What follows belongs to an exercise in optimizing a design on an open flow for small area and a short achievable clock period; a production flow would make more cautious choices. Function was checked by simulation only, so behaviour that the tests miss may differ from the original.

## quartz
==> flow/design.v <==
module CS(clk, reset, X, Y);
	input clk, reset;
	input [7:0] X;
	output [9:0] Y;
	reg [7:0] X9;                    
	reg rq;                          
	reg [7:0] P0, P1, P2, P3, P4, P5, P6, P7, P8;
	reg [11:0] T;                    
	reg [3:0] cnt;                   
	always @(negedge clk) begin
		X9 <= X;
		rq <= reset;
	end
	wire [7:0] sub = (cnt[3] & cnt[0]) ? P0 : 8'd0;
	wire [11:0] Ta;
	wire tac;
	radd #(12) u_ta(T, {4'b0000, X9}, 1'b0, Ta, tac);
	wire [11:0] Tn;
	wire tnc;
	radd #(12) u_tn(Ta, {4'b1111, ~sub}, 1'b1, Tn, tnc);
	always @(posedge clk) begin
		P0 <= P1; P1 <= P2; P2 <= P3; P3 <= P4; P4 <= P5;
		P5 <= P6; P6 <= P7; P7 <= P8; P8 <= X9;
		if (rq) begin
			T <= 12'd0;
			cnt <= 4'd0;
		end else begin
			T <= Tn;
			if (cnt != 4'd9)
				cnt <= cnt + 4'd1;
		end
	end
	wire [5:0] s1 = T[11:6];
	wire [6:0] v;
	radd #(6) u_v(s1, T[5:0], 1'b0, v[5:0], v[6]);
	reg [3:0] q2;
	always @(*) begin
		if (v >= 7'd90) q2 = 4'd10;
		else if (v >= 7'd81) q2 = 4'd9;
		else if (v >= 7'd72) q2 = 4'd8;
		else if (v >= 7'd63) q2 = 4'd7;
		else if (v >= 7'd54) q2 = 4'd6;
		else if (v >= 7'd45) q2 = 4'd5;
		else if (v >= 7'd36) q2 = 4'd4;
		else if (v >= 7'd27) q2 = 4'd3;
		else if (v >= 7'd18) q2 = 4'd2;
		else if (v >= 7'd9) q2 = 4'd1;
		else q2 = 4'd0;
	end
	wire [6:0] dq;                   
	wire dqc;
	radd #(6) u_dq({2'b00, q2}, ~s1, 1'b1, dq[5:0], dqc);
	assign dq[6] = ~dqc;
	wire [7:0] avg;
	wire ac;
	assign avg[2:0] = dq[2:0];
	radd #(5) u_avg(s1[4:0], {dq[6], dq[6:3]}, 1'b0, avg[7:3], ac);
	wire [8:0] le;
	cmple u_c0(P0, avg, le[0]);
	cmple u_c1(P1, avg, le[1]);
	cmple u_c2(P2, avg, le[2]);
	cmple u_c3(P3, avg, le[3]);
	cmple u_c4(P4, avg, le[4]);
	cmple u_c5(P5, avg, le[5]);
	cmple u_c6(P6, avg, le[6]);
	cmple u_c7(P7, avg, le[7]);
	cmple u_c8(P8, avg, le[8]);
	wire [71:0] w = {P8, P7, P6, P5, P4, P3, P2, P1, P0};
	reg [8:0] c, hit, b;
	reg [7:0] appr;
	integer i, k;
	always @(*) begin
		c = le;
		for (k = 7; k >= 0; k = k - 1) begin
			for (i = 0; i < 9; i = i + 1)
				b[i] = w[8*i + k];
			hit = c & b;
			appr[k] = |hit;
			c = appr[k] ? hit : c;
		end
	end
	wire [11:0] Sa;
	wire sac;
	radd #(12) u_sa(T, {4'b0000, appr}, 1'b0, Sa, sac);
	wire yc;
	radd #(10) u_y({sac, Sa[11:3]}, {2'b00, appr}, 1'b0, Y, yc);
endmodule
module radd #(parameter W = 8) (a, b, ci, s, co);
	input [W-1:0] a, b;
	input ci;
	output [W-1:0] s;
	output co;
	wire [W:0] c;
	assign c[0] = ci;
	genvar i;
	generate for (i = 0; i < W; i = i + 1) begin : f
		assign s[i] = a[i] ^ b[i] ^ c[i];
		assign c[i+1] = (a[i] & b[i]) | (a[i] & c[i]) | (b[i] & c[i]);
	end endgenerate
	assign co = c[W];
endmodule
module cmple(x, y, le);
	input [7:0] x, y;
	output le;
	wire [8:0] br;
	assign br[0] = 1'b0;
	genvar k;
	generate for (k = 0; k < 8; k = k + 1) begin : h
		assign br[k+1] = (~y[k] & x[k]) | (~y[k] & br[k]) | (x[k] & br[k]);
	end endgenerate
	assign le = ~br[8];
endmodule
==> flow/config.mk <==
export PLATFORM = sky130hd
export DESIGN_NAME = CS
export DESIGN_NICKNAME = CS
export VERILOG_FILES = /design/flow/design.v
export SDC_FILE = /design/flow/constraint.sdc
export NUM_CORES = 4
export LEC_CHECK = 0
export CAP_MARGIN = 20
export CORE_MARGIN = 2
export CORE_UTILIZATION = 40
export SLEW_MARGIN = 20
==> flow/constraint.sdc <==
create_clock -name core_clock -period 70.0 [get_ports {clk}]
set_input_delay 14.0000 -clock core_clock [delete_from_list [all_inputs] [get_ports {clk}]]
set_output_delay 14.0000 -clock core_clock [all_outputs]
set_load 0.01 [all_outputs]
standard.sh (not shown) runs the stock make flow with config.mk's settings and CLKGATE_MAP_FILE= SYNTH_SCRIPT=/design/flow/synth_recipe.tcl, a recipe that flattens the netlist after the stock synthesis.
==> flow/flow/run.sh <==
#!/bin/bash
# Own flow: the standard layout (standard.sh) with these changes:
# - synthesis maps the logic with an area-oriented ABC script (flow/area.abc)
#   and does not extract full/half adder cells; registers are mapped exactly
#   as in the standard synthesis (flow/synth.tcl);
# - ports are buffered with buf_1 and the clock tree uses clkbuf_4/clkbuf_8.
set -euo pipefail
here=$(pwd)
export OWN_ABC_SCRIPT=$here/flow/area.abc
bash standard.sh SYNTH_SCRIPT=$here/flow/synth.tcl ADDER_MAP_FILE= BUFFER_PORTS_ARGS="-buffer_cell sky130_fd_sc_hd__buf_1" CTS_BUF_LIST="sky130_fd_sc_hd__clkbuf_4 sky130_fd_sc_hd__clkbuf_8"  finish > $here/flow_make.log 2>&1
==> flow/flow/area.abc <==
strash
ifraig
resub -K 8 -N 2
refactor -z
rewrite -z
dch -f
amap
topo
==> flow/flow/synth.tcl <==
# Standard synthesis (synth_recipe.tcl) with one change: ABC maps with an
# area-oriented script (flow/area.abc) instead of ORFS's own.
proc synth {args} { yosys synth -nofsm -noshare {*}$args }
proc abc {args} {
  set i [lsearch -exact $args -script]
  if {$i >= 0} { lset args [expr {$i + 1}] $::env(OWN_ABC_SCRIPT) }
  yosys abc {*}$args
}
source $::env(SCRIPTS_DIR)/synth.tcl
# left out here: clear keep_hierarchy, flatten, clean up, hide names made inside functions, write 1_2_yosys.v
## Diff of input files: yarrow against quartz
==> flow/flow/run.sh <==
#!/bin/bash
# Own flow: the standard layout (standard.sh) with these changes:
# - synthesis (flow/synth.tcl) maps the logic with an area-oriented ABC script
#   (flow/area.abc) and extracts only full adders; registers are mapped
#   exactly as in the standard synthesis;
# - ports are buffered with buf_1;
# - the clock tree uses clkbuf_4/clkbuf_8 and no dummy loads.
# make's output goes to flow_make.log, each step's own log to orfs/logs/.
set -euo pipefail
here=$(pwd)
export OWN_ABC_SCRIPT=$here/flow/area.abc
bash standard.sh SYNTH_SCRIPT=$here/flow/synth.tcl \
  BUFFER_PORTS_ARGS="-buffer_cell sky130_fd_sc_hd__buf_1" \
  CTS_ARGS="-sink_clustering_enable -repair_clock_nets -dont_use_dummy_load -sink_clustering_size 30 -sink_clustering_max_diameter 80 -buf_list {sky130_fd_sc_hd__clkbuf_4 sky130_fd_sc_hd__clkbuf_8}" \
   finish > $here/flow_make.log 2>&1
-- flow/flow/area.abc --
<<< quartz, line 6
>>> yarrow, line 6
&get -n
&deepsyn -T 60
&put
-- flow/flow/synth.tcl --
<<< quartz, line 1
# Standard synthesis (synth_recipe.tcl) with one change: ABC maps with an
# area-oriented script (flow/area.abc) instead of ORFS's own.
>>> yarrow, line 1
# Standard synthesis (synth_recipe.tcl) with two changes: ABC maps with an
# area-oriented script (flow/area.abc) instead of ORFS's own, and only full
# adders (not half adders) are extracted into adder cells.
<<< quartz, line 9
>>> yarrow, line 10
proc extract_fa {args} {
  if {[lsearch -exact $args -fa] < 0 && [lsearch -exact $args -ha] < 0} { set args [concat -fa $args] }
  yosys extract_fa {*}$args
}
### Flow results
Compared with quartz, yarrow shows a higher post-synthesis average cell area. Cell count (lower): yarrow. Taking quartz as the reference, in yarrow net total in the final layout lower, multi-input combinational cell count lower, share of synthesized flip-flops with an asynchronous set or reset roughly the same.
Edits applied to the flow inputs when going from yarrow to ember:
-- flow/flow/run.sh --
<<< yarrow, line 14
  CTS_ARGS="-sink_clustering_enable -repair_clock_nets -dont_use_dummy_load -sink_clustering_size 30 -sink_clustering_max_diameter 80 -buf_list {sky130_fd_sc_hd__clkbuf_4 sky130_fd_sc_hd__clkbuf_8}" \
>>> ember, line 14
  CTS_ARGS="-sink_clustering_enable -repair_clock_nets -dont_use_dummy_load -buf_list {sky130_fd_sc_hd__clkbuf_4 sky130_fd_sc_hd__clkbuf_8}" \
==> flow/flow/area.abc <==
strash
&get -n
&deepsyn -T 30
&put
dch -f
amap
topo
==> summary.txt <==
- The number of instances in the synthesized netlist reported for ember is smaller than that of yarrow by 4.
- Per the comparison of ember with yarrow, post-route standard cell area excluding fillers roughly the same; die boundary width flat.
Input changes introduced in lagoon (baseline for comparison: ember):
==> flow/flow/area.abc <==
strash
ifraig
resub -K 8 -N 2
refactor -z
rewrite -z
&get -n
&deepsyn -T 60
&put
dch -f
amap
topo
==> comparison <==
Summary of lagoon over ember: global placement routability congestion increased by about 0.75% relative to the old numbers; share of the final layout cell area in sequential cells stayed essentially flat; full die area did not really move.
Here is what was changed in the inputs of harbor compared with lagoon.
==> flow/flow/run.sh <==
#!/bin/bash
# Own flow: the standard layout (standard.sh) with these changes:
# - synthesis maps the logic with an area-oriented ABC script (flow/area.abc)
#   and does not extract full/half adder cells; registers are mapped exactly
#   as in the standard synthesis (flow/synth.tcl);
# - ports are buffered with buf_1 and the clock tree uses clkbuf_4/clkbuf_8.
set -euo pipefail
here=$(pwd)
export OWN_ABC_SCRIPT=$here/flow/area.abc
bash standard.sh SYNTH_SCRIPT=$here/flow/synth.tcl ADDER_MAP_FILE= BUFFER_PORTS_ARGS="-buffer_cell sky130_fd_sc_hd__buf_1" CTS_BUF_LIST="sky130_fd_sc_hd__clkbuf_4 sky130_fd_sc_hd__clkbuf_8"  finish > $here/flow_make.log 2>&1
==> flow/flow/synth.tcl <==
# Standard synthesis (synth_recipe.tcl) with one change: ABC maps with an
# area-oriented script (flow/area.abc) instead of ORFS's own.
proc synth {args} { yosys synth -nofsm -noshare {*}$args }
proc abc {args} {
  set i [lsearch -exact $args -script]
  if {$i >= 0} { lset args [expr {$i + 1}] $::env(OWN_ABC_SCRIPT) }
  yosys abc {*}$args
}
source $::env(SCRIPTS_DIR)/synth.tcl
# left out here: clear keep_hierarchy, flatten, clean up, hide names made inside functions, write 1_2_yosys.v
## What came out
harbor -> lagoon: number of optimization iterations in the first detailed-route pass delta 0, exact match
[compare] base=lagoon new=harbor: final sequential cell count stayed essentially flat; total number of vias now sits higher; clock slew at the register clock pins of the worst setup and hold paths level; global-route usage now sits higher; final-layout clock-cell area share increased by 1.1 points relative to the old numbers.
In the reports for lagoon and harbor, the smaller area added between synthesis and finish belongs to lagoon.
Data arrival time at the worst-slack endpoint across lagoon and harbor: no real change.
Modified inputs, sierra compared to harbor
==> flow/flow/run.sh <==
#!/bin/bash
# Own flow: the standard layout (standard.sh) with these changes:
# - synthesis (flow/synth.tcl) maps the logic with an area-oriented ABC script
#   (flow/area.abc) and extracts only full adders; registers are mapped
#   exactly as in the standard synthesis;
# - ports are buffered with buf_1;
# - the clock tree uses clkbuf_4/clkbuf_8 and no dummy loads.
# make's output goes to flow_make.log, each step's own log to orfs/logs/.
set -euo pipefail
here=$(pwd)
export OWN_ABC_SCRIPT=$here/flow/area.abc
bash standard.sh SYNTH_SCRIPT=$here/flow/synth.tcl \
  BUFFER_PORTS_ARGS="-buffer_cell sky130_fd_sc_hd__buf_1" \
  CTS_ARGS="-sink_clustering_enable -repair_clock_nets -dont_use_dummy_load -buf_list {sky130_fd_sc_hd__clkbuf_16}" \
   finish > $here/flow_make.log 2>&1
-- flow/flow/synth.tcl --
<<< harbor, line 1
# Standard synthesis (synth_recipe.tcl) with one change: ABC maps with an
# area-oriented script (flow/area.abc) instead of ORFS's own.
>>> sierra, line 1
# Standard synthesis (synth_recipe.tcl) with two changes: ABC maps with an
# area-oriented script (flow/area.abc) instead of ORFS's own, and only full
# adders (not half adders) are extracted into adder cells.
<<< harbor, line 9
>>> sierra, line 10
proc extract_fa {args} {
  if {[lsearch -exact $args -fa] < 0 && [lsearch -exact $args -ha] < 0} { set args [concat -fa $args] }
  yosys extract_fa {*}$args
}
==> summary.txt <==
Compared with harbor, in sierra number of vias per cell increased 0.11, worst hold slack about even.
The higher non-filler instance count after layout of sierra and harbor is in harbor.
Of the two values seen for worst setup path startpoint, X[4] was produced by sierra and X[7] by harbor.
Lower headroom to the max-slew limit goes to harbor over sierra.
